This design comes from an exercise in tuning for small area, a short achievable clock period and few clock cycles on the open sky130 flow, not from production work.
In this exercise RTL edits were held to simulation tests only and were not proved equivalent to the original.
Power and IR drop assume default switching activity.

## zeus_cpu
module zeus_cpu (
	input         clk,
	input         rst,
	input  [15:0] entrada,
	input         confirma_bt,
	output [7:0]  imem_addr,
	input  [31:0] imem_rdata,
	output [7:0]  dmem_addr,
	output [31:0] dmem_wdata,
	output        dmem_we,
	output        dmem_re,
	input  [31:0] dmem_rdata,
	output        out_valid,
	output [31:0] out_data,
	output        halted
);
localparam [31:0] NOP = 32'hFC000000;
function [32:0] radd32;
	input [31:0] a, b;
	input        ci;
	integer i;
	reg c;
	begin
		c = ci;
		for (i = 0; i < 32; i = i + 1) begin
			radd32[i] = a[i] ^ b[i] ^ c;
			c = (a[i] & b[i]) | (c & (a[i] ^ b[i]));
		end
		radd32[32] = c;
	end
endfunction
function [32:0] ciadd32;
	input [31:0] a, b;
	input        ci;
	integer blk, i;
	reg c, bc, p, g;
	reg [3:0] s0;
	reg [31:0] s;
	begin
		c = ci;
		for (blk = 0; blk < 8; blk = blk + 1) begin
			g = (blk == 0) ? ci : 1'b0;
			for (i = 0; i < 4; i = i + 1) begin
				s0[i] = a[4*blk+i] ^ b[4*blk+i] ^ g;
				g = (a[4*blk+i] & b[4*blk+i]) | (g & (a[4*blk+i] ^ b[4*blk+i]));
			end
			if (blk == 0) begin
				s[3:0] = s0;
				c = g;
			end else begin
				p = 1'b1;
				for (i = 0; i < 4; i = i + 1) begin
					s[4*blk+i] = s0[i] ^ (c & p);
					p = p & s0[i];
				end
				c = g | (c & p);
			end
		end
		ciadd32 = {c, s};
	end
endfunction
function [3:0] hinib;
	input [31:0] v;
	begin
		if      (v[31:28] != 0) hinib = 4'd7;
		else if (v[27:24] != 0) hinib = 4'd6;
		else if (v[23:20] != 0) hinib = 4'd5;
		else if (v[19:16] != 0) hinib = 4'd4;
		else if (v[15:12] != 0) hinib = 4'd3;
		else if (v[11:8]  != 0) hinib = 4'd2;
		else if (v[7:4]   != 0) hinib = 4'd1;
		else if (v[3:0]   != 0) hinib = 4'd0;
		else                    hinib = 4'd8;
	end
endfunction
function [3:0] nibble;
	input [31:0] v;
	input [2:0]  i;
	begin
		case (i)
			3'd0: nibble = v[3:0];
			3'd1: nibble = v[7:4];
			3'd2: nibble = v[11:8];
			3'd3: nibble = v[15:12];
			3'd4: nibble = v[19:16];
			3'd5: nibble = v[23:20];
			3'd6: nibble = v[27:24];
			default: nibble = v[31:28];
		endcase
	end
endfunction
reg  [7:0]  pc;           
reg  [31:0] ir;           
reg         nv;           
reg         halted_r;
reg  [31:0] rf [0:31];
reg         busy;
reg  [2:0]  cnt;
reg  [31:0] acc;          
reg  [31:0] qr;           
wire [5:0] op    = nv ? NOP[31:26] : ir[31:26];
wire [4:0] rs_a  = ir[25:21];
wire [4:0] rt_a  = ir[20:16];
  ...
Settings: LEC_CHECK=0, CAP_MARGIN=20, CORE_MARGIN=2, CORE_UTILIZATION=40, PLACE_DENSITY=0.45, SLEW_MARGIN=20; clock period 105.0 ns.
standard.sh (not shown) runs the stock make flow with config.mk's settings and CLKGATE_MAP_FILE= SYNTH_SCRIPT=/design/flow/synth_recipe.tcl, a recipe that flattens the netlist after the stock synthesis.
==> flow/flow/run.sh <==
#!/bin/bash
# The standard layout (standard.sh), with two layout choices changed:
#  - the port buffers are plain buf_2 cells instead of delay buffers;
#  - clock tree synthesis uses sink clusters of up to 20 flip-flops and no dummy loads.
set -euo pipefail
export BUFFER_PORTS_ARGS="-buffer_cell sky130_fd_sc_hd__buf_2"
export CTS_ARGS="-sink_clustering_enable -repair_clock_nets -dont_use_dummy_load -sink_clustering_size 20 -sink_clustering_max_diameter 100"
bash standard.sh finish > standard_finish.log 2>&1
Testbench counts at the start, summed over its fixed seeds: cycles 51,593.
Change:
--- a/flow/design.v
+++ b/flow/design.v
@@ -89,12 +89,14 @@
 		endcase
 	end
 endfunction
 reg  [7:0]  pc;           
 reg  [31:0] ir;           
 reg         nv;           
+reg         sw_r;         
+reg         out_r;        
 reg         halted_r;
 reg  [31:0] rf [0:31];
 reg         busy;
 reg  [2:0]  cnt;
 reg  [31:0] acc;          
 reg  [31:0] qr;           
@@ -204,12 +206,19 @@
 	end else if (!halted_r && !stall) begin
 		pc <= op_jr ? rs_v[7:0] : (taken ? imm[7:0] : pc + 8'd1);
 		if (op_halt) halted_r <= 1'b1;
 	end
 	if (!halted_r && !stall)
 		ir <= op_halt ? NOP : imem_rdata;
+	if (rst) begin
+		sw_r  <= 1'b0;
+		out_r <= 1'b0;
+	end else if (!halted_r && !stall) begin
+		sw_r  <= ~op_halt & (imem_rdata[31:26] == 6'd7);
+		out_r <= ~op_halt & (imem_rdata[31:26] == 6'd12);
+	end
 	busy <= md_more & ~rst;
 	cnt  <= c - 3'd1;
 	acc  <= rr;
 	qr   <= q_next;
 end
 wire [4:0] wa = op_r ? rd_a : rt_a;
@@ -225,12 +234,12 @@
 end
 always @(posedge clk)
 	if (we) rf[wa] <= wd;
 assign imem_addr  = pc;
 assign dmem_addr  = sum[7:0];
 assign dmem_wdata = rt_v;
-assign dmem_we    = op_sw & ~rst;
+assign dmem_we    = sw_r & ~rst;
 assign dmem_re    = 1'b1;
-assign out_valid  = op_out & ~rst;
+assign out_valid  = out_r & ~rst;
 assign out_data   = rs_v;
 assign halted     = halted_r;
 endmodule
Result:
- final area came out higher by about 1.8%
- routed wire length came out higher by about 5.4%
- power came out higher by about 2%
- via count came out higher by 5.7%
- global-route usage came out higher by 1.3 points
- worst setup slack gets better by 0.15 ns
Testbench counts after the change, summed over its fixed seeds: cycles 51,593.

---

The RTL this note starts from:
==> flow/design.v <==
module Banco_Registradores (
	input         clk,
	input  [31:0] sa,       
	input  [31:0] sb,       
	input         we,
	input  [4:0]  wa,
	input  [31:0] wd,
	output reg [31:0] qa,
	output reg [31:0] qb
);
reg [31:0] rf [0:31];
integer ri;
always @* begin
	qa = 32'd0;
	qb = 32'd0;
	for (ri = 0; ri < 32; ri = ri + 1) begin
		qa = qa | (rf[ri] & {32{sa[ri]}});
		qb = qb | (rf[ri] & {32{sb[ri]}});
	end
end
always @(posedge clk)
	if (we) rf[wa] <= wd;
endmodule
module Mux_5b (
	input  [4:0]  a,
	output [31:0] oh
);
assign oh = 32'd1 << a;
endmodule
module zeus_cpu (
	input         clk,
	input         rst,
	input  [15:0] entrada,
	input         confirma_bt,
	output [7:0]  imem_addr,
	input  [31:0] imem_rdata,
	output [7:0]  dmem_addr,
	output [31:0] dmem_wdata,
	output        dmem_we,
	output        dmem_re,
	input  [31:0] dmem_rdata,
	output        out_valid,
	output [31:0] out_data,
	output        halted
);
localparam [31:0] NOP = 32'hFC000000;
function [32:0] radd32;
	input [31:0] a, b;
	input        ci;
	integer i;
	reg c;
	begin
		c = ci;
		for (i = 0; i < 32; i = i + 1) begin
			radd32[i] = a[i] ^ b[i] ^ c;
			c = (a[i] & b[i]) | (c & (a[i] ^ b[i]));
		end
		radd32[32] = c;
	end
endfunction
function [32:0] ciadd32;
	input [31:0] a, b;
	input        ci;
	integer blk, i;
	reg c, bc, p, g;
	reg [3:0] s0;
	reg [31:0] s;
	begin
		c = ci;
		for (blk = 0; blk < 8; blk = blk + 1) begin
			g = (blk == 0) ? ci : 1'b0;
			for (i = 0; i < 4; i = i + 1) begin
				s0[i] = a[4*blk+i] ^ b[4*blk+i] ^ g;
				g = (a[4*blk+i] & b[4*blk+i]) | (g & (a[4*blk+i] ^ b[4*blk+i]));
			end
			if (blk == 0) begin
				s[3:0] = s0;
				c = g;
			end else begin
				p = 1'b1;
				for (i = 0; i < 4; i = i + 1) begin
					s[4*blk+i] = s0[i] ^ (c & p);
					p = p & s0[i];
				end
				c = g | (c & p);
			end
		end
		ciadd32 = {c, s};
	end
endfunction
function [3:0] hinib;
	input [31:0] v;
	begin
		if      (v[31:28] != 0) hinib = 4'd7;
		else if (v[27:24] != 0) hinib = 4'd6;
		else if (v[23:20] != 0) hinib = 4'd5;
		else if (v[19:16] != 0) hinib = 4'd4;
		else if (v[15:12] != 0) hinib = 4'd3;
		else if (v[11:8]  != 0) hinib = 4'd2;
		else if (v[7:4]   != 0) hinib = 4'd1;
		else if (v[3:0]   != 0) hinib = 4'd0;
		else                    hinib = 4'd8;
	end
endfunction
function [3:0] nibble;
	input [31:0] v;
	input [2:0]  i;
	begin
		case (i)
			3'd0: nibble = v[3:0];
			3'd1: nibble = v[7:4];
			3'd2: nibble = v[11:8];
			3'd3: nibble = v[15:12];
			3'd4: nibble = v[19:16];
			3'd5: nibble = v[23:20];
			3'd6: nibble = v[27:24];
			default: nibble = v[31:28];
		endcase
	end
endfunction
reg  [7:0]  pc;           
reg  [31:0] ir;           
reg         nv;           
reg         halted_r;
reg         busy;
reg  [2:0]  cnt;
reg  [31:0] acc;          
reg  [31:0] qr;           
wire [5:0] op    = nv ? NOP[31:26] : ir[31:26];
wire [4:0] rs_a  = ir[25:21];
wire [4:0] rt_a  = ir[20:16];
wire [4:0] rd_a  = ir[15:11];
wire [5:0] funct = ir[5:0];
wire [15:0] imm  = ir[15:0];
wire [31:0] rs_v, rt_v;
wire op_r    = (op == 6'd0);
wire op_addi = (op == 6'd1);
wire op_beq  = (op == 6'd2) | (op == 6'd3);
wire op_lw   = (op == 6'd6);
wire op_sw   = (op == 6'd7);
wire op_j    = (op == 6'd8);
wire op_jr   = (op == 6'd10) | (op == 6'd16) | (op == 6'd17);
wire op_in   = (op == 6'd11);
wire op_out  = (op == 6'd12);
wire op_dly  = (op == 6'd13);
wire op_rec  = (op == 6'd18);
wire op_halt = (op == 6'd19);
wire f_and = op_r & (funct == 6'd2);
wire f_div = op_r & ((funct == 6'd3) | (funct == 6'd4));
wire f_mul = op_r & (funct == 6'd5);
wire f_nor = op_r & (funct == 6'd6);
wire f_xor = op_r & (funct == 6'd7);
wire f_or  = op_r & (funct == 6'd8);
wire f_slt = op_r & (funct == 6'd9);
wire f_sub = op_r & ((funct == 6'd10) | (funct == 6'd11));
wire do_sub = f_sub | f_slt | op_beq;
wire [31:0] b_op = (op_addi | op_lw | op_sw) ? {16'd0, imm} : rt_v;
wire [32:0] sum  = radd32(rs_v, b_op ^ {32{do_sub}}, do_sub);
wire sum_zero = (sum[31:0] == 32'd0);
reg [31:0] alu_res;
always @* begin
	if (f_and)      alu_res = rs_v & rt_v;
	else if (f_nor) alu_res = ~(rs_v | rt_v);
	else if (f_xor) alu_res = rs_v ^ rt_v;
	else if (f_or)  alu_res = rs_v | rt_v;
	else if (f_slt) alu_res = {31'd0, ~sum[32]};
	else            alu_res = sum[31:0];
end
wire [3:0] hn_s = hinib(rs_v);
wire [3:0] hn_t = hinib(rt_v);
wire [2:0] hm_s  = hn_s[3] ? 3'd0 : hn_s[2:0];
wire [2:0] hm_t  = hn_t[3] ? 3'd0 : hn_t[2:0];
wire       swap  = (hm_s < hm_t);
wire [2:0] hn_m  = swap ? hm_s : hm_t;
wire       dzero = hn_t[3];
wire [3:0] dd    = {1'b0, hn_s[2:0]} - {1'b0, hn_t[2:0]};
wire [2:0] kq    = (hn_s[3] | hn_t[3] | dd[3]) ? 3'd0 : dd[2:0];
wire [2:0] c = busy ? cnt : (f_mul ? hn_m : kq);
wire [3:0] nib_s = nibble(rs_v, c);
wire [3:0] nib_t = nibble(rt_v, c);
wire [3:0] nib_m = swap ? nib_s : nib_t;
wire [31:0] y_op = f_div ? ~rt_v : (swap ? rt_v : rs_v);
reg [31:0] r_init;
always @* begin
	case (kq)
		3'd0: r_init = rs_v >> 4;
		3'd1: r_init = rs_v >> 8;
		3'd2: r_init = rs_v >> 12;
		3'd3: r_init = rs_v >> 16;
		3'd4: r_init = rs_v >> 20;
		3'd5: r_init = rs_v >> 24;
		3'd6: r_init = rs_v >> 28;
		default: r_init = 32'd0;
	endcase
end
wire [31:0] r_in = busy ? acc : (f_div ? r_init : 32'd0);
reg [31:0] rr;
reg [3:0]  qn;
reg [32:0] dx;
reg [32:0] dt;
reg        sel;
integer k;
always @* begin
	rr = r_in;
	for (k = 3; k >= 0; k = k - 1) begin
		dx = {rr, f_div & nib_s[k]};
		dt = ciadd32(dx[31:0], y_op, f_div);
		qn[k] = dx[32] | dt[32];
		sel = f_div ? qn[k] : nib_m[k];
		rr = sel ? dt[31:0] : dx[31:0];
	end
end
wire [31:0] q_next  = busy ? {qr[27:0], qn} : {28'd0, qn};
wire [31:0] div_res = dzero ? 32'hFFFFFFFF : q_next;
wire md_more = (f_mul | f_div) & (c != 3'd0);
wire stall = md_more | (op_dly & ~confirma_bt);
wire taken = (op_beq | op_j) & sum_zero;
always @(posedge clk) begin
	nv <= rst;
	if (rst) begin
		pc       <= 8'd0;
		halted_r <= 1'b0;
	end else if (!halted_r && !stall) begin
		pc <= op_jr ? rs_v[7:0] : (taken ? imm[7:0] : pc + 8'd1);
		if (op_halt) halted_r <= 1'b1;
	end
	if (!halted_r && !stall)
		ir <= op_halt ? NOP : imem_rdata;
	busy <= md_more & ~rst;
	cnt  <= c - 3'd1;
	acc  <= rr;
	qr   <= q_next;
end
wire [4:0] wa = op_r ? rd_a : rt_a;
wire we = ((op_r & ~md_more) | op_addi | op_lw | op_in | op_rec);
reg [31:0] wd;
always @* begin
	if (op_lw)        wd = dmem_rdata;
	else if (op_in)   wd = {16'd0, entrada};
	else if (op_rec)  wd = 32'd0;
	else if (f_mul)   wd = rr;
	else if (f_div)   wd = div_res;
	else              wd = alu_res;
end
wire [31:0] sel_s, sel_t;
Mux_5b dec_s (.a(rs_a), .oh(sel_s));
Mux_5b dec_t (.a(rt_a), .oh(sel_t));
Banco_Registradores banco (.clk(clk), .sa(sel_s), .sb(sel_t), .we(we), .wa(wa), .wd(wd), .qa(rs_v), .qb(rt_v));
assign imem_addr  = pc;
assign dmem_addr  = sum[7:0];
assign dmem_wdata = rt_v;
assign dmem_we    = op_sw & ~rst;
assign dmem_re    = 1'b1;
assign out_valid  = op_out & ~rst;
assign out_data   = rs_v;
assign halted     = halted_r;
endmodule
export LEC_CHECK = 0
export CAP_MARGIN = 20
export CORE_MARGIN = 2
export CORE_UTILIZATION = 40
export PLACE_DENSITY = 0.45
export SLEW_MARGIN = 20
export SYNTH_HIERARCHICAL = 1
export SYNTH_MINIMUM_KEEP_SIZE = 0
create_clock -name core_clock -period 105.0 [get_ports {clk}]
Scripts as last shown in full above: flow/flow/run.sh
Testbench counts at the start, summed over its fixed seeds: cycles 51,593.
Then changed:
--- a/flow/design.v
+++ b/flow/design.v
@@ -121,6 +121,8 @@
 reg  [7:0]  pc;           
 reg  [31:0] ir;           
 reg         nv;           
+reg         sw_r;         
+reg         out_r;        
 reg         halted_r;
 reg         busy;
 reg  [2:0]  cnt;
@@ -182,7 +184,7 @@
 wire [31:0] y_op = f_div ? ~rt_v : (swap ? rt_v : rs_v);
 reg [31:0] r_init;
 always @* begin
-	case (kq)
+	case (f_div ? kq : 3'd7)
 		3'd0: r_init = rs_v >> 4;
 		3'd1: r_init = rs_v >> 8;
 		3'd2: r_init = rs_v >> 12;
@@ -193,7 +195,7 @@
 		default: r_init = 32'd0;
 	endcase
 end
-wire [31:0] r_in = busy ? acc : (f_div ? r_init : 32'd0);
+wire [31:0] r_in = busy ? acc : r_init;
 reg [31:0] rr;
 reg [3:0]  qn;
 reg [32:0] dx;
@@ -217,15 +219,23 @@
 wire taken = (op_beq | op_j) & sum_zero;
 always @(posedge clk) begin
 	nv <= rst;
-	if (rst) begin
-		pc       <= 8'd0;
+	if (rst)
 		halted_r <= 1'b0;
-	end else if (!halted_r && !stall) begin
+	else if (!halted_r && !stall && op_halt)
+		halted_r <= 1'b1;
+	if (nv)
+		pc <= 8'd1;          
+	else if (!halted_r && !stall)
 		pc <= op_jr ? rs_v[7:0] : (taken ? imm[7:0] : pc + 8'd1);
-		if (op_halt) halted_r <= 1'b1;
-	end
 	if (!halted_r && !stall)
 		ir <= op_halt ? NOP : imem_rdata;
+	if (rst) begin
+		sw_r  <= 1'b0;
+		out_r <= 1'b0;
+	end else if (!halted_r && !stall) begin
+		sw_r  <= ~op_halt & (imem_rdata[31:26] == 6'd7);
+		out_r <= ~op_halt & (imem_rdata[31:26] == 6'd12);
+	end
 	busy <= md_more & ~rst;
 	cnt  <= c - 3'd1;
 	acc  <= rr;
@@ -246,12 +256,12 @@
 Mux_5b dec_s (.a(rs_a), .oh(sel_s));
 Mux_5b dec_t (.a(rt_a), .oh(sel_t));
 Banco_Registradores banco (.clk(clk), .sa(sel_s), .sb(sel_t), .we(we), .wa(wa), .wd(wd), .qa(rs_v), .qb(rt_v));
-assign imem_addr  = pc;
+assign imem_addr  = nv ? 8'd0 : pc;
 assign dmem_addr  = sum[7:0];
 assign dmem_wdata = rt_v;
-assign dmem_we    = op_sw & ~rst;
+assign dmem_we    = sw_r & ~rst;
 assign dmem_re    = 1'b1;
-assign out_valid  = op_out & ~rst;
+assign out_valid  = out_r & ~rst;
 assign out_data   = rs_v;
 assign halted     = halted_r;
 endmodule
After rerunning:
- core utilization decreases by 0.20 points
- sequential power falls by about 4.7%
- total power drops by about 5%
- via count rose by 0.51%
- final area shrinks by about 0.7%
- wire length climbs by about 3.4%
- global-route usage rises by 1.4 points
- cell count goes down by about 0.46%
- worst hold slack improved by 0.043 ns
- area after synthesis shrinks by 0.39%
- clock skew drops by 0.015 ns
Testbench counts after the change, summed over its fixed seeds: cycles 51,593.

-- re-timing with driven ports --
In the flow no input, the clock included, has a driving cell. The finished layouts below were timed again as built, in two steps.
Step 1 (the two cells are an assumption about what drives the block):
set clk [get_ports {clk}]
set_driving_cell -lib_cell sky130_fd_sc_hd__clkbuf_16 $clk
set_driving_cell -lib_cell sky130_fd_sc_hd__buf_2 [delete_from_list [all_inputs] $clk]
Step 2 times the ports against the registers' clock, not the clock port: input delays grow and output delays shrink by t, the midpoint of the rising clock arrivals with the driver on.
a / b / c = ideal / step 1 / step 2; a / b = the first two.
| run | t, ns | setup WS [ns] | worst register clock-pin slew, ns | worst slew at a driven data input, ns |
|---|---|---|---|---|
| the first run of note 1 | 0.764 | 62.373 / 62.354 / 62.354 | 0.10 / 0.10 | 0.10 |
| the second run of note 1 | 0.795 | 62.520 / 62.499 / 62.499 | 0.10 / 0.10 | 0.06 |
| the first run of note 2 | 0.760 | 62.324 / 62.306 / 62.306 | 0.09 / 0.09 | 0.05 |
| the second run of note 2 | 0.751 | 62.563 / 62.542 / 62.542 | 0.09 / 0.09 | 0.07 |
After both steps setup and hold are still met in every run listed.
